From an optimization exercise on the open Yosys and OpenROAD flow, aimed at small area; shortcuts taken in it are not production practice.
Function was checked by simulation only, so behaviour that the tests miss may differ from the original.
The flow treats the clock pin as an ideal source. Dropping or thinning the clock tree relies on that and would not hold on a real chip.
Power and IR drop assume default switching activity.

==> ember: inputs <==
==> flow/design.v <==
module STI_DAC(clk ,reset, load, pi_data, pi_length, pi_fill, pi_msb, pi_low, pi_end,
	       so_data, so_valid,
	       pixel_finish, pixel_dataout, pixel_addr,
	       pixel_wr);
input		clk, reset;
input		load, pi_msb, pi_low, pi_end;
input	[15:0]	pi_data;
input	[1:0]	pi_length;
input		pi_fill;
output		so_data;
output reg	so_valid;
output		pixel_finish;
output reg	pixel_wr;
output reg [7:0] pixel_addr;
output reg [7:0] pixel_dataout;
reg i0;
reg [2:1] i21n;
wire [2:1] i21 = ~i21n;
wire [2:0] i = {i21, i0};
reg [1:0] cn;
wire [1:0] c = ~cn;
wire done = i0 & ~so_valid;
wire early = pi_length[1] & ~(pi_fill ^ pi_msb);
wire byte_end = (i == 3'd7);
wire last = byte_end && (c == 2'd1);
wire zero = ~early ? c[1] : (pi_length[0] ? ~c[1] : (c == 2'd1));
wire hi = (pi_length == 2'd0) ? pi_low :
	(pi_msb ^ c[0] ^ (early & ~pi_length[0]));
assign so_data = ~zero & pi_data[{hi, i ^ {3{pi_msb}}}];
assign pixel_finish = done | (pixel_wr & (&pixel_addr));
always @(posedge clk or posedge reset) begin
	if (reset) begin
		so_valid <= 1'b0;
		pixel_wr <= 1'b0;
		i0 <= 1'b0;
	end
	else begin
		so_valid <= so_valid ? ~last : load;
		pixel_wr <= so_valid ? byte_end : (pi_end & ~pixel_finish);
		i0 <= so_valid ? ~i0 : pixel_finish;
	end
end
always @(posedge clk)
	pixel_addr <= reset ? 8'd0 : pixel_addr + {7'd0, pixel_wr};
always @(posedge clk) begin
	i21n <= ~(so_valid ? i21 + {1'b0, i0} : 2'd0);
	cn <= ~(so_valid ? c + {1'b0, byte_end} : {pi_length[1], ~pi_length[0]});
	pixel_dataout <= so_valid ? {pixel_dataout[6:0], so_data} : 8'd0;
end
endmodule
==> flow/flow/run.sh <==
#!/bin/bash
# Standard ORFS layout, with these changes: the ABC step of the standard synthesis
# maps for area (flow/area.script) with no adder cells, the port buffers are buf_1 cells, and the
# clock reaches the registers through a single buffer (flow/cts.tcl) instead of
# CTS's tree.
set -euo pipefail
W=$(pwd)
cat > "$W/area_synth.tcl" <<EOT
proc abc {args} {
  set i [lsearch -exact \$args -script]
  if {\$i >= 0} { lset args [expr {\$i + 1}] $W/flow/area.script }
  yosys abc {*}\$args
}
source $W/synth_recipe.tcl
EOT
export CLOCK_BUFFER_CELL=sky130_fd_sc_hd__buf_4 CLOCK_BUFFER_COUNT=2
bash standard.sh SYNTH_SCRIPT="$W/area_synth.tcl" \
  BUFFER_PORTS_ARGS="-buffer_cell sky130_fd_sc_hd__buf_1" \
  ADDER_MAP_FILE= PRE_CTS_TCL="$W/flow/cts.tcl" finish > "$W/standard.log" 2>&1
==> flow/flow/area.script <==
strash
if -K 3
strash
refactor -z
irw
dch
amap -m
topo
==> flow/flow/cts.tcl <==
# Clock distribution in place of CTS's tree: the registers are split by
# position into CLOCK_BUFFER_COUNT groups, and one clock buffer placed at the
# centre of each group drives its clock pins. The clock port drives only these
# buffers. cts.tcl then legalises them and repairs timing as usual.
set block [ord::get_db_block]
set dbu [$block getDbUnitsPerMicron]
set flops {}
foreach inst [$block getInsts] {
  if {[[$inst getMaster] isSequential]} {
    set b [$inst getBBox]
    lappend flops [list [$inst getName] [expr {([$b xMin] + [$b xMax]) / 2.0 / $dbu}] \
      [expr {([$b yMin] + [$b yMax]) / 2.0 / $dbu}]]
  }
}
# split the registers in k groups of near equal size by recursive bisection
# along the wider side
proc clock_groups {flops k} {
  if {$k <= 1 || [llength $flops] <= 1} { return [list $flops] }
  set xs [lmap f $flops {lindex $f 1}]
  set ys [lmap f $flops {lindex $f 2}]
  set wx [expr {[tcl::mathfunc::max {*}$xs] - [tcl::mathfunc::min {*}$xs]}]
  set wy [expr {[tcl::mathfunc::max {*}$ys] - [tcl::mathfunc::min {*}$ys]}]
  set sorted [lsort -real -index [expr {$wx >= $wy ? 1 : 2}] $flops]
  set k1 [expr {$k / 2}]
  set n1 [expr {int(round(double([llength $flops]) * $k1 / $k))}]
  return [concat [clock_groups [lrange $sorted 0 [expr {$n1 - 1}]] $k1] \
    [clock_groups [lrange $sorted $n1 end] [expr {$k - $k1}]]]
}
set g 0
foreach group [clock_groups $flops $::env(CLOCK_BUFFER_COUNT)] {
  set pins {}
  set xs 0.0
  set ys 0.0
  foreach f $group {
    lappend pins [get_pins [lindex $f 0]/CLK]
    set xs [expr {$xs + [lindex $f 1]}]
    set ys [expr {$ys + [lindex $f 2]}]
  }
  set x [expr {$xs / [llength $group]}]
  set y [expr {$ys / [llength $group]}]
  insert_buffer -buffer_cell $::env(CLOCK_BUFFER_CELL) -net clk -load_pins $pins \
    -location [list $x $y] -buffer_name clkbuf_$g -net_name clknet_$g
  puts "clock buffer $g: $::env(CLOCK_BUFFER_CELL) at $x $y drives [llength $group] registers"
  incr g
}
foreach it [[$block findNet clk] getITerms] {
  [[[$it getInst] findITerm X] getNet] setSigType CLOCK
}
puts "the clock port drives [llength [[$block findNet clk] getITerms]] pins"
set_propagated_clock [all_clocks]
proc clock_tree_synthesis {args} { puts "clock_tree_synthesis skipped: the clock buffers are in place" }
==> flow/standard.sh <==
#!/bin/bash
# synth_recipe.tcl (not shown) runs the flow's synth.tcl, then flattens the netlist and writes it again
# the make line also repeats each setting of config.mk as NAME=value (left out here)
make -C /OpenROAD-flow-scripts/flow DESIGN_CONFIG=/design/flow/config.mk WORK_HOME=/design/flow/orfs CLKGATE_MAP_FILE= SYNTH_SCRIPT=/design/flow/synth_recipe.tcl "${@:-finish}"
==> flow/config.mk <==
export PLATFORM = sky130hd
export DESIGN_NAME = STI_DAC
export DESIGN_NICKNAME = STI_DAC
export VERILOG_FILES = /design/flow/design.v
export SDC_FILE = /design/flow/constraint.sdc
export NUM_CORES = 4
export LEC_CHECK = 0
export CAP_MARGIN = 20
export CORE_AREA = 2.3 2.72 57.5 59.84
export DIE_AREA = 0 0 59.8 62.56
export SLEW_MARGIN = 20
==> flow/constraint.sdc <==
create_clock -name core_clock -period 5.0 [get_ports {clk}]
set_input_delay 1.0000 -clock core_clock [delete_from_list [all_inputs] [get_ports {clk}]]
set_output_delay 1.0000 -clock core_clock [all_outputs]
set_load 0.01 [all_outputs]
==> quartz: changes against ember <==
==> flow/design.v, changed modules only <==
module STI_DAC(clk ,reset, load, pi_data, pi_length, pi_fill, pi_msb, pi_low, pi_end,
	       so_data, so_valid,
	       pixel_finish, pixel_dataout, pixel_addr,
	       pixel_wr);
input		clk, reset;
input		load, pi_msb, pi_low, pi_end;
input	[15:0]	pi_data;
input	[1:0]	pi_length;
input		pi_fill;
output		so_data;
output reg	so_valid;
output		pixel_finish;
output reg	pixel_wr;
output reg [7:0] pixel_addr;
output reg [7:0] pixel_dataout;
reg [4:0] k;
reg done;
wire last = (k[2:0] == 3'd7) && (k[4:3] == pi_length);
wire [1:0] b   = k[4:3];
wire [2:0] ib  = k[2:0] ^ {3{pi_msb}};
wire       fl  = pi_fill & pi_length[1];
wire [1:0] off = fl ? pi_length - 2'd1 : 2'd0;
wire [1:0] j   = pi_msb ? pi_length - b : b;
wire [1:0] d   = j - off;
wire       hi  = (pi_length == 2'd0) ? pi_low : d[0];
assign so_data = ~d[1] & pi_data[{hi, ib}];
assign pixel_finish = done | (pixel_wr & (&pixel_addr));
always @(posedge clk or posedge reset) begin
	if (reset) begin
		so_valid <= 1'b0;
		pixel_wr <= 1'b0;
		pixel_addr <= 8'd0;
		done <= 1'b0;
	end
	else begin
		so_valid <= so_valid ? ~last : load;
		pixel_wr <= so_valid ? (k[2:0] == 3'd7) : (pi_end & ~pixel_finish);
		pixel_addr <= pixel_addr + {7'd0, pixel_wr};
		done <= pixel_finish;
	end
end
always @(posedge clk) begin
	k <= so_valid ? k + 5'd1 : 5'd0;
	pixel_dataout <= so_valid ? {pixel_dataout[6:0], so_data} : 8'd0;
end
endmodule
==> flow/run.sh (new file) <==
#!/bin/bash
# synth_recipe.tcl (not shown) runs the flow's synth.tcl, then flattens the netlist and writes it again
# the make line also repeats each setting of config.mk as NAME=value (left out here)
make -C /OpenROAD-flow-scripts/flow DESIGN_CONFIG=/design/flow/config.mk WORK_HOME=/design/flow/orfs CLKGATE_MAP_FILE= SYNTH_SCRIPT=/design/flow/synth_recipe.tcl finish
CORE_AREA = default   (was 2.3 2.72 57.5 59.84)
CORE_MARGIN = 2   (was default)
CORE_UTILIZATION = 40   (was default)
DIE_AREA = default   (was 0 0 59.8 62.56)
removed: flow/flow/run.sh
removed: flow/flow/area.script
removed: flow/flow/cts.tcl
removed: flow/standard.sh
==> summary of the runs <==
Of quartz and ember, quartz has the higher register-to-register slack (gap 0.38 ns). Against quartz, the maximum frequency of ember is larger by about 13%. Between quartz and ember, the lower sequential share of layout area is in quartz (gap 11 points). Between quartz and ember, the lower synthesized cell count is in ember (gap about 15%, measured against ember). In quartz the sequential power is larger than in ember, by 28%. Against ember, the area after synthesis of quartz is higher by about 38%. Of quartz and ember, quartz has the higher hold slack (gap 0.0037 ns). Of ember and quartz, quartz has the higher global-route usage (gap 6.0 points).
==> figures <==
Multiplexer area fraction after synthesis: quartz 0.01549; ember 0
Height of the die: quartz 60.85 µm; ember 62.56 µm
Highest clock rate: quartz 219.2 MHz; ember 246.8 MHz
Leakage power total: quartz 0.7382 nW; ember 0.4127 nW
Worst Hold Margin: quartz 0.4725 ns; ember 0.4688 ns
Comb group: quartz 0.444 mW; ember 0.234 mW
Site Rows: quartz 20; ember 21
Met1 layer usage reported by global route: quartz 0.1731; ember 0.1526
Mean number of vias per cell: quartz 5.201; ember 5.074
Overall die width: quartz 60.85 µm; ember 59.80 µm
Met3 WL: quartz 118 µm; ember 153 µm
Synthesized cell area: quartz 0.001292 mm²; ember 938.4 µm²
Most common library cell in the layout ignoring fill and taps: quartz sky130_fd_sc_hd__clkdlybuf4s50_1; ember sky130_fd_sc_hd__buf_1
Share of the synthesized area in compound gates (AO/OA/AOI/OAI): quartz 0.1742; ember 0.2333
Result of the run: quartz finished clean; ember finished clean
Hold path endpoint: quartz pixel_dataout[3]; ember pixel_dataout[6]
Final design area excluding fillers: quartz 0.001803 mm²; ember 0.001161 mm²
In ember the design's own scripts or RTL, not TritonCTS, make the clock network.

[what the ideal ports hide]
How much do the figures lean on ideal ports? The routed layouts below were timed once more, with nothing changed but the port constraints. Step 1, drivers: a clkbuf_16 drives clk and a buf_2 each remaining input, both assumed. Step 2 adds t to the input delays and takes it off the output delays; t is the mean of the earliest and latest rising clock arrival at the registers after step 1. Input paths then give back, and output paths get back, about the clock's delay inside the block. Three values: no drivers, after step 1, after step 2; two values: the first two.
run	t (ns)	setup WS [ns]	worst setup path after step 2	latest minus earliest clock arrival (ns)	pins driven straight from the clock port
ember	0.167	0.949 / 0.920 / 0.920	input to output	0.015 / 0.014	2
quartz	0.323	0.437 / 0.402 / 0.402	input to output	0.002 / 0.002	1
After both steps every run listed still meets setup and hold. The setup slack of quartz, which loses most, moves by -0.035 ns with the drivers and by -0.035 ns with both steps.
